Context: an optimization exercise on an open-source flow, tuned for small area. The choices shown serve that exercise and are no tape-out recipe. Function was checked by simulation only, so behaviour that the tests miss may differ from the original. No activity file was given, so power comes from the tool's default toggle rates.

==> flow/design.v <==
module color_proc
  # (parameter
      c_img_cols    = 160,  
      c_img_rows    = 120,  
      c_img_pxls    = c_img_cols * c_img_rows,
      c_nb_img_pxls = $clog2(c_img_pxls),  
      c_nb_cols     = $clog2(c_img_cols),
      c_nb_rows     = $clog2(c_img_rows),
      c_outframe_cols = 16,  
      c_outframe_rows = 8,   
      c_inframe_cols = c_img_cols-2*c_outframe_cols,  
      c_inframe_rows = c_img_rows-2*c_outframe_rows,  
      c_inframe_pxls = c_inframe_cols * c_inframe_rows,  
      c_nb_inframe_pxls = $clog2(c_inframe_pxls),  
      c_nb_inframe_cols = $clog2(c_inframe_cols),  
      c_hist_bins = 8,  
      c_nb_hist_bins = 3,  
      c_nb_hist_val = 11,  
      c_min_colorpixels = 128,   
    c_nb_buf_red   =  4,   
    c_nb_buf_green =  4,   
    c_nb_buf_blue  =  4,   
    c_nb_buf       =   c_nb_buf_red + c_nb_buf_green + c_nb_buf_blue
  )
  (
    input        rst,        
    input        clk,        
    input [2:0] rgbfilter,  
    input        new_frame_i,  
    input  [c_nb_buf-1:0]      orig_pxl,   
    output [c_nb_img_pxls-1:0] orig_addr,  
    output                     proc_we,   
    output [c_nb_buf-1:0]      proc_pxl,  
    output [c_nb_img_pxls-1:0] proc_addr,  
    output reg   new_frame_proc_o,  
    output reg [c_nb_inframe_pxls-1:0] colorpxls_o,
    output [c_nb_hist_val-1:0] colorpxls_bin0,
    output [c_nb_hist_val-1:0] colorpxls_bin1,
    output [c_nb_hist_val-1:0] colorpxls_bin2,
    output [c_nb_hist_val-1:0] colorpxls_bin3,
    output [c_nb_hist_val-1:0] colorpxls_bin4,
    output [c_nb_hist_val-1:0] colorpxls_bin5,
    output [c_nb_hist_val-1:0] colorpxls_bin6,
    output [c_nb_hist_val-1:0] colorpxls_bin7,
    output reg [c_nb_inframe_pxls-2:0] colorpxls_left_o,
    output reg [c_nb_inframe_pxls-2:0] colorpxls_rght_o,
    output reg [c_nb_inframe_pxls-2:0] colorpxls_bin012_o,
    output reg [c_nb_inframe_pxls-2:0] colorpxls_bin567_o,  
    output reg [c_nb_inframe_pxls-2:0] colorpxls_bin01_o,
    output reg [c_nb_inframe_pxls-2:0] colorpxls_bin67_o  
  );
  localparam c_msb_red = c_nb_buf-1;
  localparam c_msb_blu = c_nb_buf_blue-1;
  localparam c_msb_grn = c_msb_blu + c_nb_buf_green;
  reg [c_nb_img_pxls-1:0]  cnt_pxl;
  reg [c_nb_img_pxls-1:0]  cnt_pxl_proc;
  reg [c_nb_img_pxls-1:0]  cnt_pxl_proc_rg;  
  wire end_pxl_cnt;
  wire end_ln;
  wire inner_frame;  
  reg  inner_frame_rg;  
  wire [c_nb_buf_red-1:0]   red;
  wire [c_nb_buf_green-1:0] grn;
  wire [c_nb_buf_blue-1:0]  blu;
  wire [5:0] rgb222;
  reg    red_limit;
  reg    grn_limit;  
  reg    blu_limit;  
  reg    yel_limit;  
  reg    cya_limit;  
  reg    mag_limit;  
  reg    gra_limit;  
  reg    color_threshold;  
  wire    whi_limit;  
  wire red_gt_grn, red_gt_blu, grn_gt_blu;
  wire [c_nb_buf_red-1:0]  red_grn_absdif;
  wire [c_nb_buf_red-1:0]  red_blu_absdif;
  wire [c_nb_buf_green-1:0] grn_blu_absdif;
  localparam  [c_nb_buf_red-1:0] c_simil_limit = 2;  
  localparam  [c_nb_buf_red-1:0] c_vdif_limit = 7;  
  wire red_grn_simil, red_blu_simil, grn_blu_simil;
  wire red_grn_vdif, red_blu_vdif, grn_blu_vdif;
  localparam  C_BLACK_PXL = {c_nb_img_pxls{1'b0}};
  integer ind; 
  reg [c_nb_hist_val-1:0] histogram_tmp [c_hist_bins-1:0]; 
  reg [c_nb_hist_val-1:0] histogram     [c_hist_bins-1:0]; 
  reg [c_nb_inframe_pxls-1:0] colorpxls;
  reg [c_nb_inframe_pxls-2:0] colorpxls_left;
  reg [c_nb_inframe_pxls-2:0] colorpxls_rght;
  reg [c_nb_inframe_pxls-2:0] colorpxls_bin012;
  reg [c_nb_inframe_pxls-2:0] colorpxls_bin567;  
  reg [c_nb_inframe_pxls-2:0] colorpxls_bin01;
  reg [c_nb_inframe_pxls-2:0] colorpxls_bin67;  
  reg [c_nb_cols-1:0] col, col_rg;
  wire [c_nb_cols-1:0] col_inframe;
  wire [c_nb_hist_bins-1:0] hist_bin;
  reg  [c_nb_hist_bins-1:0] hist_bin_rg;  
  reg [c_nb_rows-1:0] row_num;
  reg       processing;  
  reg [c_nb_buf-1:0] orig_pxl_rg; 
  assign red = orig_pxl[c_msb_red:c_msb_grn+1];
  assign grn = orig_pxl[c_msb_grn:c_msb_blu+1];
  assign blu = orig_pxl[c_msb_blu:0];
  reg    proc_we_rg1, proc_we_rg2;
  always @ (posedge rst, posedge clk)
  begin
    if (rst) begin
      orig_pxl_rg     <= 0;
      inner_frame_rg  <= 1'b0;
      hist_bin_rg     <= 0;
      cnt_pxl_proc_rg <= 0;
      proc_we_rg2     <= 0;
    end
    else begin
      orig_pxl_rg    <= orig_pxl;
      inner_frame_rg <= inner_frame;
      hist_bin_rg    <= hist_bin;
      cnt_pxl_proc_rg <= cnt_pxl_proc;
      proc_we_rg2     <= proc_we_rg1;
    end
  end
  always @ (posedge rst, posedge clk)
  begin
    if (rst) begin
      cnt_pxl    <= 0;
      cnt_pxl_proc <= 0;
      processing <= 1'b0;    
      proc_we_rg1 <= 1'b0;    
    end
    else begin
      proc_we_rg1 <= processing;   
      if (processing) begin
        cnt_pxl_proc <= cnt_pxl;
        if (end_pxl_cnt) begin
          cnt_pxl <= 0;
          processing <= 1'b0;
        end
        else
          cnt_pxl <= cnt_pxl + 1'b1;
      end
      else begin  
        if (new_frame_i) begin
          processing <= 1'b1;
        end
      end
    end
  end
  assign end_pxl_cnt = (cnt_pxl == c_img_pxls-1) ? 1'b1 : 1'b0;
  assign orig_addr = cnt_pxl;
  assign proc_addr = cnt_pxl_proc_rg;
  assign end_ln = (col == c_img_cols-1)? 1'b1 : 1'b0;
  always @ (posedge clk, posedge rst) 
  begin
    if (rst) begin   
      row_num <=0;
    end 
    else begin
      if (processing) begin
        if (end_pxl_cnt) begin
          row_num <= 0;
        end
        else if (end_ln) begin
          row_num <= row_num +1'b1;
        end
      end
      else begin
        row_num <=0;
      end
    end 
  end
  always @ (posedge clk, posedge rst) 
  begin
    if (rst) begin   
      col <= 0;
    end 
    else begin
      if (processing) begin
        if (end_ln) begin
          col <= 0;
        end
        else begin
          col <= col +1'b1;
        end 
      end 
      else begin
        col <=0;
      end
    end
  end
  always @ (posedge clk, posedge rst)
  begin
    if (rst) begin
      col_rg <= 0;
    end
    else begin
      col_rg <= col;
    end
  end 
  assign inner_frame = (col_rg  >= c_outframe_cols  &&   
                        col_rg  <  c_img_cols-c_outframe_cols &&   
                        row_num >= c_outframe_rows &&    
                        row_num <  c_img_rows-c_outframe_rows)   
                     ? 1'b1 : 1'b0;
  assign rgb222 = {red[c_nb_buf_red-1:c_nb_buf_red-2],
                   grn[c_nb_buf_green-1:c_nb_buf_green-2],
                   blu[c_nb_buf_blue-1:c_nb_buf_blue-2]};
  assign red_gt_grn = (red > grn) ? 1'b1 : 1'b0;
  assign red_gt_blu = (red > blu) ? 1'b1 : 1'b0;
  assign grn_gt_blu = (grn > blu) ? 1'b1 : 1'b0;
  assign red_grn_absdif = red_gt_grn ? red - grn : grn - red;
  assign red_blu_absdif = red_gt_blu ? red - blu : blu - red;
  assign grn_blu_absdif = grn_gt_blu ? grn - blu : blu - grn;
  assign red_grn_simil = (red_grn_absdif <= c_simil_limit) ? 1'b1 : 1'b0;
  assign red_blu_simil = (red_blu_absdif <= c_simil_limit) ? 1'b1 : 1'b0;
  assign grn_blu_simil = (grn_blu_absdif <= c_simil_limit) ? 1'b1 : 1'b0;
  assign red_grn_vdif = (red_grn_absdif >= c_vdif_limit) ? 1'b1 : 1'b0;
  assign red_blu_vdif = (red_blu_absdif >= c_vdif_limit) ? 1'b1 : 1'b0;
  assign grn_blu_vdif = (grn_blu_absdif >= c_vdif_limit) ? 1'b1 : 1'b0;
  always @ (*)
  begin
    red_limit = 1'b0;
    grn_limit = 1'b0;
    blu_limit = 1'b0;
    yel_limit = 1'b0;
    cya_limit = 1'b0;
    mag_limit = 1'b0;
    gra_limit = 1'b0;
    if (red_gt_grn) begin               
      if (red_gt_blu) begin              
        if (grn_gt_blu) begin              
          if (red_grn_vdif) begin            
            red_limit = 1'b1;                 
          end
          else if (red_grn_simil) begin      
            if (red_blu_simil) begin         
              gra_limit = 1'b1;                 
            end
            else if (grn_blu_vdif) begin     
              yel_limit = 1'b1;                 
            end
          end
        end
        else begin                        
          if (red_blu_vdif) begin            
            red_limit = 1'b1;                 
          end
          else if (red_blu_simil) begin      
            if (red_grn_simil) begin         
              gra_limit = 1'b1;                 
            end
            else if (grn_blu_vdif) begin     
              mag_limit = 1'b1;                 
            end
          end
        end
      end
      else begin                          
        if (red_blu_vdif) begin             
          blu_limit = 1'b1;                   
        end
        else if (red_blu_simil) begin       
          if (grn_blu_simil) begin            
            gra_limit = 1'b1;                   
          end
          else if (red_grn_vdif) begin        
            mag_limit = 1'b1;                   
          end
        end
      end
    end
    else begin                          
      if (red_gt_blu) begin               
        if (red_grn_vdif) begin             
          grn_limit = 1'b1;                  
        end
        else if (red_grn_simil) begin     
          if (red_blu_vdif) begin          
            yel_limit = 1'b1;               
          end
          else if (grn_blu_simil) begin    
            gra_limit = 1'b1;                
          end
        end
      end
      else begin                          
        if (grn_gt_blu) begin               
          if (grn_blu_vdif) begin            
            grn_limit = 1'b1;                   
          end
          else if (grn_blu_simil) begin       
            if (red_blu_vdif) begin             
              cya_limit = 1'b1;                  
            end
            else if (red_grn_simil) begin       
              gra_limit = 1'b1;                   
            end
          end
        end
        else begin                        
          if (grn_blu_vdif) begin          
            blu_limit = 1'b1;                   
          end
          else if (grn_blu_simil) begin     
            if (red_blu_simil) begin         
              gra_limit = 1'b1;                   
            end
            else if (red_grn_vdif) begin     
              cya_limit = 1'b1;                  
            end
          end
        end
      end
    end
  end
  assign whi_limit = gra_limit &
                     red[c_nb_buf_red-1]   &
                     grn[c_nb_buf_green-1] &
                     blu[c_nb_buf_blue-1]  &
                     red[c_nb_buf_red-2]   &
                     grn[c_nb_buf_green-2] &
                     blu[c_nb_buf_blue-2];
  assign col_inframe = col_rg - c_outframe_cols;
  assign hist_bin = col_inframe[c_nb_inframe_cols-1:c_nb_inframe_cols-c_nb_hist_bins];   
  always @ (posedge clk, posedge rst) 
  begin
    if (rst) begin  
      for(ind=0;ind<c_hist_bins;ind=ind+1) begin
        histogram_tmp[ind] <=  0;  
      end
      colorpxls         <= 0;  
      colorpxls_left    <= 0;  
      colorpxls_rght    <= 0;  
      colorpxls_bin012 <= 0;
      colorpxls_bin567 <= 0; 
      colorpxls_bin01  <= 0; 
      colorpxls_bin67  <= 0; 
    end 
    else begin 
      if (end_pxl_cnt) begin
        for(ind=0;ind<c_hist_bins;ind=ind+1) begin
          histogram_tmp[ind]  <= 0;  
        end
        colorpxls         <= 0;  
        colorpxls_left    <= 0;  
        colorpxls_rght    <= 0;  
        colorpxls_bin012 <= 0;
        colorpxls_bin567 <= 0; 
        colorpxls_bin01  <= 0; 
        colorpxls_bin67  <= 0; 
      end
      else begin
        if (inner_frame_rg == 1'b1) begin
          if (color_threshold == 1'b1) begin  
            histogram_tmp[hist_bin_rg] <= histogram_tmp[hist_bin_rg] + 1'b1;
            colorpxls <= colorpxls + 1;
            case (hist_bin)
              3'd0: begin
                colorpxls_left   <= colorpxls_left   + 1'b1;  
                colorpxls_bin012 <= colorpxls_bin012 + 1'b1;  
                colorpxls_bin01  <= colorpxls_bin01  + 1'b1;  
              end
              3'd1: begin
                colorpxls_left   <= colorpxls_left   + 1'b1;  
                colorpxls_bin012 <= colorpxls_bin012 + 1'b1;  
                colorpxls_bin01  <= colorpxls_bin01  + 1'b1;  
              end
              3'd2: begin
                colorpxls_left   <= colorpxls_left   + 1'b1;  
                colorpxls_bin012 <= colorpxls_bin012 + 1'b1;  
              end
              3'd3: begin
                colorpxls_left   <= colorpxls_left + 1'b1;   
              end
              3'd4: begin
                colorpxls_rght   <= colorpxls_rght + 1'b1;   
              end
              3'd5: begin
                colorpxls_rght   <= colorpxls_rght  + 1'b1;   
                colorpxls_bin567 <= colorpxls_bin567 + 1'b1;  
              end
              3'd6: begin
                colorpxls_rght   <= colorpxls_rght   + 1'b1;  
                colorpxls_bin567 <= colorpxls_bin567 + 1'b1;  
                colorpxls_bin67  <= colorpxls_bin67  + 1'b1;  
              end
              3'd7: begin
                colorpxls_rght   <= colorpxls_rght   + 1'b1;  
                colorpxls_bin567 <= colorpxls_bin567 + 1'b1;  
                colorpxls_bin67  <= colorpxls_bin67  + 1'b1;  
              end
            endcase
          end
        end
      end
    end
  end
  always @ (posedge clk, posedge rst) 
  begin
    if (rst) begin
      new_frame_proc_o   <= 1'b0;
      for(ind=0;ind<c_hist_bins;ind=ind+1) begin
        histogram[ind] <= 0;  
      end     
      colorpxls_o        <= 0;
      colorpxls_left_o   <= 0;
      colorpxls_rght_o   <= 0;
      colorpxls_bin012_o <= 0;
      colorpxls_bin567_o <= 0;
      colorpxls_bin01_o  <= 0;
      colorpxls_bin67_o  <= 0;
    end
    else if (end_pxl_cnt) begin
      new_frame_proc_o   <= 1'b1;
      for(ind=0;ind<c_hist_bins;ind=ind+1) begin
        histogram[ind] <= histogram_tmp[ind];
      end   
      colorpxls_o        <= colorpxls;
      colorpxls_left_o   <= colorpxls_left;
      colorpxls_rght_o   <= colorpxls_rght;
      colorpxls_bin012_o <= colorpxls_bin012;
      colorpxls_bin567_o <= colorpxls_bin567;
      colorpxls_bin01_o  <= colorpxls_bin01;
      colorpxls_bin67_o  <= colorpxls_bin67;
    end
    else
      new_frame_proc_o  <= 1'b0;
  end
  assign colorpxls_bin0 = histogram[0];
  assign colorpxls_bin1 = histogram[1];
  assign colorpxls_bin2 = histogram[2];
  assign colorpxls_bin3 = histogram[3];
  assign colorpxls_bin4 = histogram[4];
  assign colorpxls_bin5 = histogram[5];
  assign colorpxls_bin6 = histogram[6];
  assign colorpxls_bin7 = histogram[7];
  assign proc_pxl = color_threshold ? orig_pxl_rg : C_BLACK_PXL;
  assign proc_we  = proc_we_rg2;
  always @ (posedge clk)  
  begin
    color_threshold <= 1'b1;
    case (rgbfilter)
      3'b000:  
        color_threshold <= 1'b1;
      3'b100: begin  
        color_threshold <= red_limit;
      end
      3'b010: begin  
        color_threshold <= grn_limit;
      end
      3'b001: begin  
        color_threshold <= blu_limit;
      end
      3'b110: begin  
        color_threshold <= yel_limit;
      end
      3'b101: begin  
        color_threshold <= mag_limit;
      end
      3'b011: begin  
        color_threshold <= cya_limit;
      end
      3'b111: begin  
        color_threshold <= whi_limit;
      end
    endcase
  end
endmodule
module centroid
  # (parameter
      c_img_cols    = 160,  
      c_img_rows    = 120,  
      c_img_pxls    = c_img_cols * c_img_rows,
      c_nb_img_pxls = $clog2(c_img_pxls),  
      c_nb_cols     = $clog2(c_img_cols),
      c_nb_rows     = $clog2(c_img_rows),
      c_inframe_cols = 128,  
      c_inframe_rows = 104,  
      c_inframe_pxls = c_inframe_cols * c_inframe_rows,  
      c_nb_inframe_pxls = $clog2(c_inframe_pxls),  
      c_hist_bins = 8,  
      c_nb_hist_bins = $clog2(c_hist_bins),  
      c_nb_hist_val = $clog2(c_inframe_rows *(c_inframe_cols/c_hist_bins)), 
      c_nb_centroid = 8,
      c_nb_prox  = 3,
      c_min_colorpxls = 128  
  )
  (
    input        rst,        
    input        clk,        
    input        new_frame_proc_i,  
    input [c_nb_inframe_pxls-1:0] colorpxls_i,
    input [c_nb_hist_val-1:0] colorpxls_bin0_i,
    input [c_nb_hist_val-1:0] colorpxls_bin7_i,
    input [c_nb_inframe_pxls-2:0] colorpxls_left_i,
    input [c_nb_inframe_pxls-2:0] colorpxls_rght_i,
    input [c_nb_inframe_pxls-2:0] colorpxls_bin012_i,  
    input [c_nb_inframe_pxls-2:0] colorpxls_bin567_i,  
    input [c_nb_inframe_pxls-2:0] colorpxls_bin01_i,  
    input [c_nb_inframe_pxls-2:0] colorpxls_bin67_i,  
    output reg [c_nb_centroid-1:0] centroid_o,
    output reg new_centroid_o,      
    output reg [c_nb_prox-1:0] proximity_o   
  );
  wire [c_nb_inframe_pxls-2:0] colorpxls_half;
  wire [c_nb_inframe_pxls-2:0] colorpxls_div;
  reg [c_nb_centroid-1:0] centroid_tmp;
  reg [c_nb_prox-1:0]     proximity_tmp;    
  wire left;
  wire [c_nb_inframe_pxls-2:0] absdif_lft_rght;
  assign left = (colorpxls_left_i > colorpxls_rght_i) ? 1'b1 : 1'b0;
  assign absdif_lft_rght = (left == 1'b1) ? (colorpxls_left_i - colorpxls_rght_i) :
                                            (colorpxls_rght_i - colorpxls_left_i);
  assign colorpxls_half = colorpxls_i[c_nb_inframe_pxls-1:1];
  assign colorpxls_div = {3'b0 , colorpxls_i[c_nb_inframe_pxls-1:4]};
  always @(*) 
  begin
    centroid_tmp = 0;  
    if (colorpxls_i <= c_min_colorpxls)  
      centroid_tmp = 0;
    else if (absdif_lft_rght < colorpxls_div)   
      centroid_tmp[4:3] = 2'b11;  
    else if (left) begin  
      if (colorpxls_bin0_i >= colorpxls_half) 
        centroid_tmp[0] = 1'b1;  
      else if (colorpxls_bin01_i >= colorpxls_half) 
        centroid_tmp[1] = 1'b1;  
      else if (colorpxls_bin012_i >= colorpxls_half) 
        centroid_tmp[2] = 1'b1;  
      else  
        centroid_tmp[3] = 1'b1;  
    end
    else begin  
      if (colorpxls_bin7_i >= colorpxls_half) 
        centroid_tmp[7] = 1'b1;  
      else if (colorpxls_bin67_i >= colorpxls_half) 
        centroid_tmp[6] = 1'b1;  
      else if (colorpxls_bin567_i >= colorpxls_half) 
        centroid_tmp[5] = 1'b1;  
      else  
        centroid_tmp[4] = 1'b1;  
    end
  end
  always @(*)
  begin
    if (colorpxls_i[c_nb_inframe_pxls-1] == 1'b1) begin  
        proximity_tmp = 3'd7; 
    end
    else if (colorpxls_i[c_nb_inframe_pxls-2] == 1'b1) begin  
      if (colorpxls_i[c_nb_inframe_pxls-3] == 1'b1) begin  
        proximity_tmp = 3'd7;   
      end
      else
        proximity_tmp = 3'd6;   
    end
    else if (colorpxls_i[c_nb_inframe_pxls-3] == 1'b1) begin  
      proximity_tmp = 3'd5;   
    end
    else if (colorpxls_i[c_nb_inframe_pxls-4] == 1'b1) begin  
      proximity_tmp = 3'd4;   
    end
    else if (colorpxls_i[c_nb_inframe_pxls-5] == 1'b1) begin  
      proximity_tmp = 3'd3;   
    end
    else if (colorpxls_i[c_nb_inframe_pxls-6] == 1'b1) begin  
      proximity_tmp = 3'd2;   
    end
    else if (colorpxls_i[c_nb_inframe_pxls-7] == 1'b1) begin  
      proximity_tmp = 3'd1;   
    end
    else
      proximity_tmp = 3'd0;   
  end
  always @ (posedge clk, posedge rst) 
  begin
    if (rst) begin
      new_centroid_o <= 1'b0;
      centroid_o <= 0; 
      proximity_o <= 0;
    end
    else begin
      new_centroid_o <= new_frame_proc_i;
      if (new_frame_proc_i == 1'b1) begin
        centroid_o <= centroid_tmp; 
        proximity_o <= proximity_tmp;
      end
    end
  end
endmodule
module color_centroid
  (
    input         clk,
    input         rst,           
    input  [2:0]  rgbfilter,     
    input         new_frame_i,   
    output [14:0] orig_addr,
    input  [11:0] orig_pxl,
    output        proc_we,
    output [14:0] proc_addr,
    output [11:0] proc_pxl,
    output [7:0]  centroid,
    output        new_centroid,
    output [2:0]  proximity
  );
  localparam c_img_cols      = 160;
  localparam c_img_rows      = 120;
  localparam c_img_pxls      = c_img_cols * c_img_rows;
  localparam c_nb_img_cols   = 8;
  localparam c_nb_img_rows   = 7;
  localparam c_nb_img_pxls   = 15;
  localparam c_outframe_cols = 16;
  localparam c_outframe_rows = 8;
  localparam c_inframe_cols  = c_img_cols-2*c_outframe_cols;  
  localparam c_inframe_rows  = c_img_rows-2*c_outframe_rows;  
  localparam c_inframe_pxls  = c_inframe_cols * c_inframe_rows;  
  localparam c_nb_inframe_pxls = 14;
  localparam c_hist_bins     = 8;
  localparam c_nb_hist_bins  = 3;
  localparam c_nb_hist_val   = 11;
  localparam c_nb_centroid   = 8;
  localparam c_nb_prox       = 3;
  localparam c_nb_buf_red    = 4;
  localparam c_nb_buf_green  = 4;
  localparam c_nb_buf_blue   = 4;
  localparam c_nb_buf        = 12;
  wire [c_nb_hist_val-1:0] colorpxls_bin0;
  wire [c_nb_hist_val-1:0] colorpxls_bin7;
  wire [c_nb_inframe_pxls-1:0] colorpxls;
  wire [c_nb_inframe_pxls-2:0] colorpxls_left;
  wire [c_nb_inframe_pxls-2:0] colorpxls_rght;
  wire [c_nb_inframe_pxls-2:0] colorpxls_bin012;
  wire [c_nb_inframe_pxls-2:0] colorpxls_bin567;
  wire [c_nb_inframe_pxls-2:0] colorpxls_bin01;
  wire [c_nb_inframe_pxls-2:0] colorpxls_bin67;
  wire new_frame_proc;
  color_proc
    #(
      .c_img_cols     (c_img_cols),
      .c_img_rows     (c_img_rows),
      .c_img_pxls     (c_img_pxls),
      .c_nb_cols      (c_nb_img_cols),
      .c_nb_rows      (c_nb_img_rows),
      .c_nb_img_pxls  (c_nb_img_pxls),
      .c_outframe_cols(c_outframe_cols),
      .c_outframe_rows(c_outframe_rows),
      .c_inframe_cols (c_inframe_cols),
      .c_inframe_rows (c_inframe_rows),
      .c_inframe_pxls (c_inframe_pxls),
      .c_hist_bins    (c_hist_bins),
      .c_nb_hist_val  (c_nb_hist_val),
      .c_nb_buf_red   (c_nb_buf_red),
      .c_nb_buf_green (c_nb_buf_green),
      .c_nb_buf_blue  (c_nb_buf_blue),
      .c_nb_buf       (c_nb_buf)
    )
    color_filter
    (
      .rst        (rst),
      .clk        (clk),
      .rgbfilter  (rgbfilter),
      .new_frame_i(new_frame_i),
      .orig_addr  (orig_addr),
      .orig_pxl   (orig_pxl),
      .proc_we    (proc_we),
      .proc_addr  (proc_addr),
      .proc_pxl   (proc_pxl),
      .new_frame_proc_o (new_frame_proc),
      .colorpxls_o    (colorpxls),
      .colorpxls_bin0 (colorpxls_bin0),
      .colorpxls_bin1 (),
      .colorpxls_bin2 (),
      .colorpxls_bin3 (),
      .colorpxls_bin4 (),
      .colorpxls_bin5 (),
      .colorpxls_bin6 (),
      .colorpxls_bin7 (colorpxls_bin7),
      .colorpxls_left_o   (colorpxls_left),
      .colorpxls_rght_o   (colorpxls_rght),
      .colorpxls_bin012_o (colorpxls_bin012),
      .colorpxls_bin567_o (colorpxls_bin567),
      .colorpxls_bin01_o  (colorpxls_bin01),
      .colorpxls_bin67_o  (colorpxls_bin67)
    );
  centroid
    #(
      .c_img_cols     (c_img_cols),
      .c_img_rows     (c_img_rows),
      .c_img_pxls     (c_img_pxls),
      .c_nb_cols      (c_nb_img_cols),
      .c_nb_rows      (c_nb_img_rows),
      .c_nb_img_pxls  (c_nb_img_pxls),
      .c_inframe_cols (c_inframe_cols),
      .c_inframe_rows (c_inframe_rows),
      .c_inframe_pxls (c_inframe_pxls),
      .c_hist_bins    (c_hist_bins),
      .c_nb_hist_bins (c_nb_hist_bins),
      .c_nb_hist_val  (c_nb_hist_val),
      .c_nb_centroid  (c_nb_centroid),
      .c_nb_prox      (c_nb_prox),
      .c_min_colorpxls(128)
    )
    centroid_calc
    (
      .rst              (rst),
      .clk              (clk),
      .new_frame_proc_i (new_frame_proc),
      .colorpxls_i      (colorpxls),
      .colorpxls_bin0_i (colorpxls_bin0),
      .colorpxls_bin7_i (colorpxls_bin7),
      .colorpxls_left_i  (colorpxls_left),
      .colorpxls_rght_i  (colorpxls_rght),
      .colorpxls_bin012_i(colorpxls_bin012),
      .colorpxls_bin567_i(colorpxls_bin567),
      .colorpxls_bin01_i (colorpxls_bin01),
      .colorpxls_bin67_i (colorpxls_bin67),
      .centroid_o     (centroid),
      .new_centroid_o (new_centroid),
      .proximity_o    (proximity)
    );
endmodule
==> flow/run.sh <==
#!/bin/bash
# synth_recipe.tcl (not shown) runs the flow's synth.tcl, then flattens the netlist and writes it again
# the make line also repeats each setting of config.mk as NAME=value (left out here)
make -C /OpenROAD-flow-scripts/flow DESIGN_CONFIG=/design/flow/config.mk WORK_HOME=/design/flow/orfs CLKGATE_MAP_FILE= SYNTH_SCRIPT=/design/flow/synth_recipe.tcl finish
==> flow/config.mk <==
export PLATFORM = sky130hd
export DESIGN_NAME = color_centroid
export DESIGN_NICKNAME = color_centroid
export VERILOG_FILES = /design/flow/design.v
export SDC_FILE = /design/flow/constraint.sdc
export NUM_CORES = 4
export LEC_CHECK = 0
export CAP_MARGIN = 20
export CORE_MARGIN = 2
export CORE_UTILIZATION = 40
export SLEW_MARGIN = 20
==> flow/constraint.sdc <==
create_clock -name core_clock -period 10.0 [get_ports {clk}]
set_input_delay 2.0000 -clock core_clock [delete_from_list [all_inputs] [get_ports {clk}]]
set_output_delay 2.0000 -clock core_clock [all_outputs]
set_load 0.01 [all_outputs]
==> run notes <==
[metal layers]
metal | vias up | track usage [%] | share of wire (%)
met5 | - | 0 | 0
li1 | 7604 | - | -
met4 | 0 | 6.09 | 2.4
met1 | 7799 | 24.7 | 45
met2 | 287 | 32.5 | 49
met3 | 68 | 2.66 | 3.8
[cell families (layout without fill, tap and decap cells)]
| group | Yosys count | in the layout |
|---|---|---|
| xor+xnor | 108 | 108 |
| compound gates | 422 | 422 |
| simple gates | 814 | 814 |
| fa+ha+maj | 155 | 155 |
| buf+inv | 174 | 268 |
| mux | 87 | 87 |
| flops | 395 | 395 |
[power by group through the flow]
stage	Clock (mW)	Combinational [mW]	Sequential (mW)
2_1_floorplan	0	0.423	1.76
4_1_cts	1.74	0.661	1.74
6_report	1.68	0.663	1.74
5_1_grt	1.80	0.725	1.75
3_3_place_gp	0	0.655	1.76
3_5_place_dp	0	0.657	1.77
[through the flow]
step	hold slack, ns	power (mW)	instance area [um^2]	utilization, %	instances
2_1_floorplan	0.331	2.18	21000	-	2155
3_3_place_gp	0.334	2.42	22400	43.3	2844
3_5_place_dp	0.341	2.42	22400	43.3	2844
4_1_cts	0.355	4.13	23900	46.3	2927
5_1_grt	0.365	4.27	23900	46.4	2929
6_report	0.352	4.08	23900	46.4	2929
[path summary, 6_finish.rpt]
path,end,slack [ns],cells past startpoint
max,centroid_calc.centroid_o[7],4.81,20
min,color_filter.proc_we_rg2,0.35,0
max reg2reg,centroid_calc.centroid_o[7],4.81,20
min reg2reg,color_filter.proc_we_rg2,0.35,0
max in group asynchronous,color_filter.cnt_pxl_proc_rg[13],6.81,4
min in group asynchronous,color_filter.colorpxls_bin01_o[6],1.80,2
[cell type report]
class                           instances  area share [%]
Clock buffer                           67            5.69
Clock inverter                         16           0.679
Tap cell                              680            3.55
Inverter                               95            1.53
Multi-Input combinational cell       1586            43.5
Sequential cell                       395            41.3
Timing Repair Buffer                   90            3.79
[state kept, by name, indices dropped and copies added, names as in the netlist, 7 cells and up]
name                             cells
centroid_calc.centroid_o             8
color_filter.cnt_pxl                15
color_filter.cnt_pxl_proc           15
color_filter.cnt_pxl_proc_rg        15
color_filter.col                     8
color_filter.col_rg                  8
color_filter.colorpxls              14
color_filter.colorpxls_bin01        13
color_filter.colorpxls_bin012       13
color_filter.colorpxls_bin012_o     13
color_filter.colorpxls_bin01_o      13
color_filter.colorpxls_bin567       13
color_filter.colorpxls_bin567_o     13
color_filter.colorpxls_bin67        13
color_filter.colorpxls_bin67_o      13
color_filter.colorpxls_left         13
color_filter.colorpxls_left_o       13
color_filter.colorpxls_o            14
color_filter.colorpxls_rght         13
color_filter.colorpxls_rght_o       13
color_filter.histogram              22
color_filter.histogram_tmp          88
color_filter.orig_pxl_rg            12
color_filter.row_num                 7
[placed cells by master, fill, tap and decap left out, types with 6 or more instances in the layout]
cell type and instances:
o2111ai_1 7, clkdlybuf4s50_1 72, nand2_1 377, fa_1 8, buf_4 15, a21oi_1 108, and4_1 6, a31oi_1 7
o31ai_1 7, dfrtp_1 394, nor4_1 6, nand4_1 40, and2_1 16, mux2_2 59, nand2b_1 19, nor3_1 17
nand3_1 66, o21ai_0 148, o2bb2ai_1 6, inv_1 90, and3_1 32, a21o_1 30, clkinv_2 8, a22oi_1 6
or3_1 21, a221oi_1 6, ha_1 147, o21a_1 9, clkbuf_16 47, clkbuf_8 11, clkbuf_1 9, o21ai_1 6
a211oi_1 17, nor2_1 167, xor2_1 72, nor2b_1 17, xnor2_1 34, mux2i_1 22, mux4_2 6
[worst max-delay path, stage by stage, from the launching register on]
cell	delay, ns
dfrtp_1	0.40
inv_1	0.11
ha_1	0.36
nor2b_1	0.16
o21ai_1	0.22
a211oi_2	0.14
nor4b_2	0.43
or2_1	0.81
mux2_2	0.42
a21oi_1	0.13
o21ai_0	0.11
xor2_1	0.16
ha_1	0.18
a21o_1	0.17
a211oi_1	0.22
a21oi_1	0.10
nor3_1	0.15
o21bai_1	0.10
nor3b_1	0.34
o211a_4	0.26
o32ai_2	0.10
==> results.sh <==
export IMPL_setup_tns_ns=0
export IMPL_synth_compound_area_share_pct=12.8
export IMPL_grt_pass1_vias=15800
export IMPL_min_period_over_period_pct=51.9
export IMPL_drt_iter0_drc=995
export IMPL_drtPass1Iterations=5
export IMPL_cts_max_level=2
export IMPL_rr_startpoint="color_filter.colorpxls_rght_o[1]"
export IMPL_ir_drop_mv=0.148
export IMPL_ant_nets=0
export IMPL_grt_max_degree=184
export IMPL_setup_worst_path_end_class="flop"
export IMPL_fin_nets=2387
export IMPL_multiInputGateArea_um2=10400
export IMPL_io_pins=73
export IMPL_gp_congestion=0.869
export IMPL_grt_antenna_before_repair=0
export IMPL_finalWorstSetupSlack_ns=4.81
export IMPL_drive_gt1_share_pct=8.80
export IMPL_cts_resized=0
export IMPL_min_period_ns=5.19
export IMPL_synth_mux_area_share_pct=4.85
export IMPL_grt_overflow=0
export IMPL_vias=15800
export IMPL_dieWidth_um=233
export IMPL_slew_headroom_pct=32.0
export IMPL_tritoncts="yes"
export IMPL_post_cts_buffers=0
export IMPL_rsz0062_at_grt="no"
export IMPL_wl_per_cell_um=17.3
export IMPL_switching_share_pct=28.8
export IMPL_synth_largest_area_cell="dfrtp_1"
export IMPL_slew_violations=0
export IMPL_hold_buffers=0
export IMPL_worst_pin_slew_ns=1.01
export IMPL_hold_viol=0
export IMPL_start_kind="flop"
export IMPL_worstHoldStart="color_filter.proc_we_rg1"
export IMPL_final_setup_viol_count=0
export IMPL_cts_buffers=46
export IMPL_grtUsageTotal_pct=19.0
export IMPL_synth_top_area_share_pct=46.9
export IMPL_worstSetupStartpoint="color_filter.colorpxls_rght_o[1]"
export IMPL_area_growth_pct=14.0
export IMPL_synth_simple_area_share_pct=17.8
export IMPL_clk_latency_ns=0.59
export IMPL_synthAdderAreaFrac_pct=9.52
export IMPL_num_rows=83
export IMPL_cts_sinks=395
export IMPL_pwr_share_comb_pct=16.2
export IMPL_cp_required_ns=10.45
export IMPL_register_area_um2=9880
export IMPL_pwr_density_cell_nw_per_um2=171
export IMPL_syn_num_nets=2328
export IMPL_syn_inst=2155
export IMPL_synth_edf_count=0
export IMPL_fillCellCount=4860
export IMPL_maxCapViolCount=0
export IMPL_p_leak_nw=11.4
export IMPL_yosys_warnings=4
export IMPL_finClkSkew_ns=0.0294
export IMPL_critPathMaxFanout=23
export IMPL_start_util_pct=40.7
export IMPL_synth_area_top_cells="dfrtp_1 (47%), ha_1 (8.8%), nand2_1 (6.7%), o21ai_0 (3.5%), mux2_2 (3.2%)"
export IMPL_async_reset_ff_share_pct=99.7
export IMPL_syn_area_per_cell_um2=9.75
export IMPL_p_int_mw=2.91
export IMPL_ys_ff_latch=395
export IMPL_drcViolationCount=0
export IMPL_status="no timing/DRC/antenna violations"
export IMPL_synth_xor_area_share_pct=4.57
export IMPL_power_frac_seq_pct=42.5
export IMPL_wl_um=50600
export IMPL_ys_flop_type="dfrtp_1"
export IMPL_core_area_um2=51600
export IMPL_clockPowerShare_pct=41.2
export IMPL_die_area_um2=54400
export IMPL_post_place_ws_ns=4.51
export IMPL_grt_pass1_wl_um=83000
export IMPL_clock_root_buffer="clkbuf_16"
export IMPL_synth_area_um2=21000
export IMPL_synth_top_cells_by_count="dfrtp_1 (394), nand2_1 (377), nor2_1 (167), o21ai_0 (148), ha_1 (147)"
export IMPL_yosysUniqueCellTypes=93
export IMPL_clk_path_buf_depth=3
export IMPL_switchingPower_mw=1.18
export IMPL_hp_class="reg -> reg"
export IMPL_yosysSeqAreaShare_pct=47.0
export IMPL_yosysMostFrequentCell="dfrtp_1"
export IMPL_fmaxAchievable_mhz=193
export IMPL_viasPerCell=5.38
export IMPL_synth_top_family_by_area="simple AND/OR/NAND/NOR gates"
export IMPL_die_y_um=233
export IMPL_antennaDiodeCount=0
export IMPL_crit_type="reg -> reg"
export IMPL_place_port_buffers=72
export IMPL_clk_pin_slew_ns=0.06
export IMPL_cp_arrival_ns=5.65
export IMPL_dpl_hpwl_um=34400

==> port drivers added, routing unchanged <==
Ports are ideal in the flow. The routed layout listed here was re-timed in OpenROAD. Step 1 assumes that a clkbuf_16 drives the clock port and a buf_2 every other input. Step 2 moves the port delays by t, midway between the first and last clock arrival at a register: inputs arrive t later, outputs are due t later. That takes back most of the time a late clock gives input paths. Slacks: ideal ports / drivers / drivers and shift; pairs: ideal ports / drivers.
shift t [ns]: 0.628
setup slack, ns: 4.807 / 4.807 / 4.498
worst register clock-pin slew, ns: 0.07 / 0.07
pins driven straight from the clock port: 1
After both steps setup and hold are still met in this run. For this run, drivers alone change the setup slack by 0.000 ns; drivers and shift together by -0.309 ns.
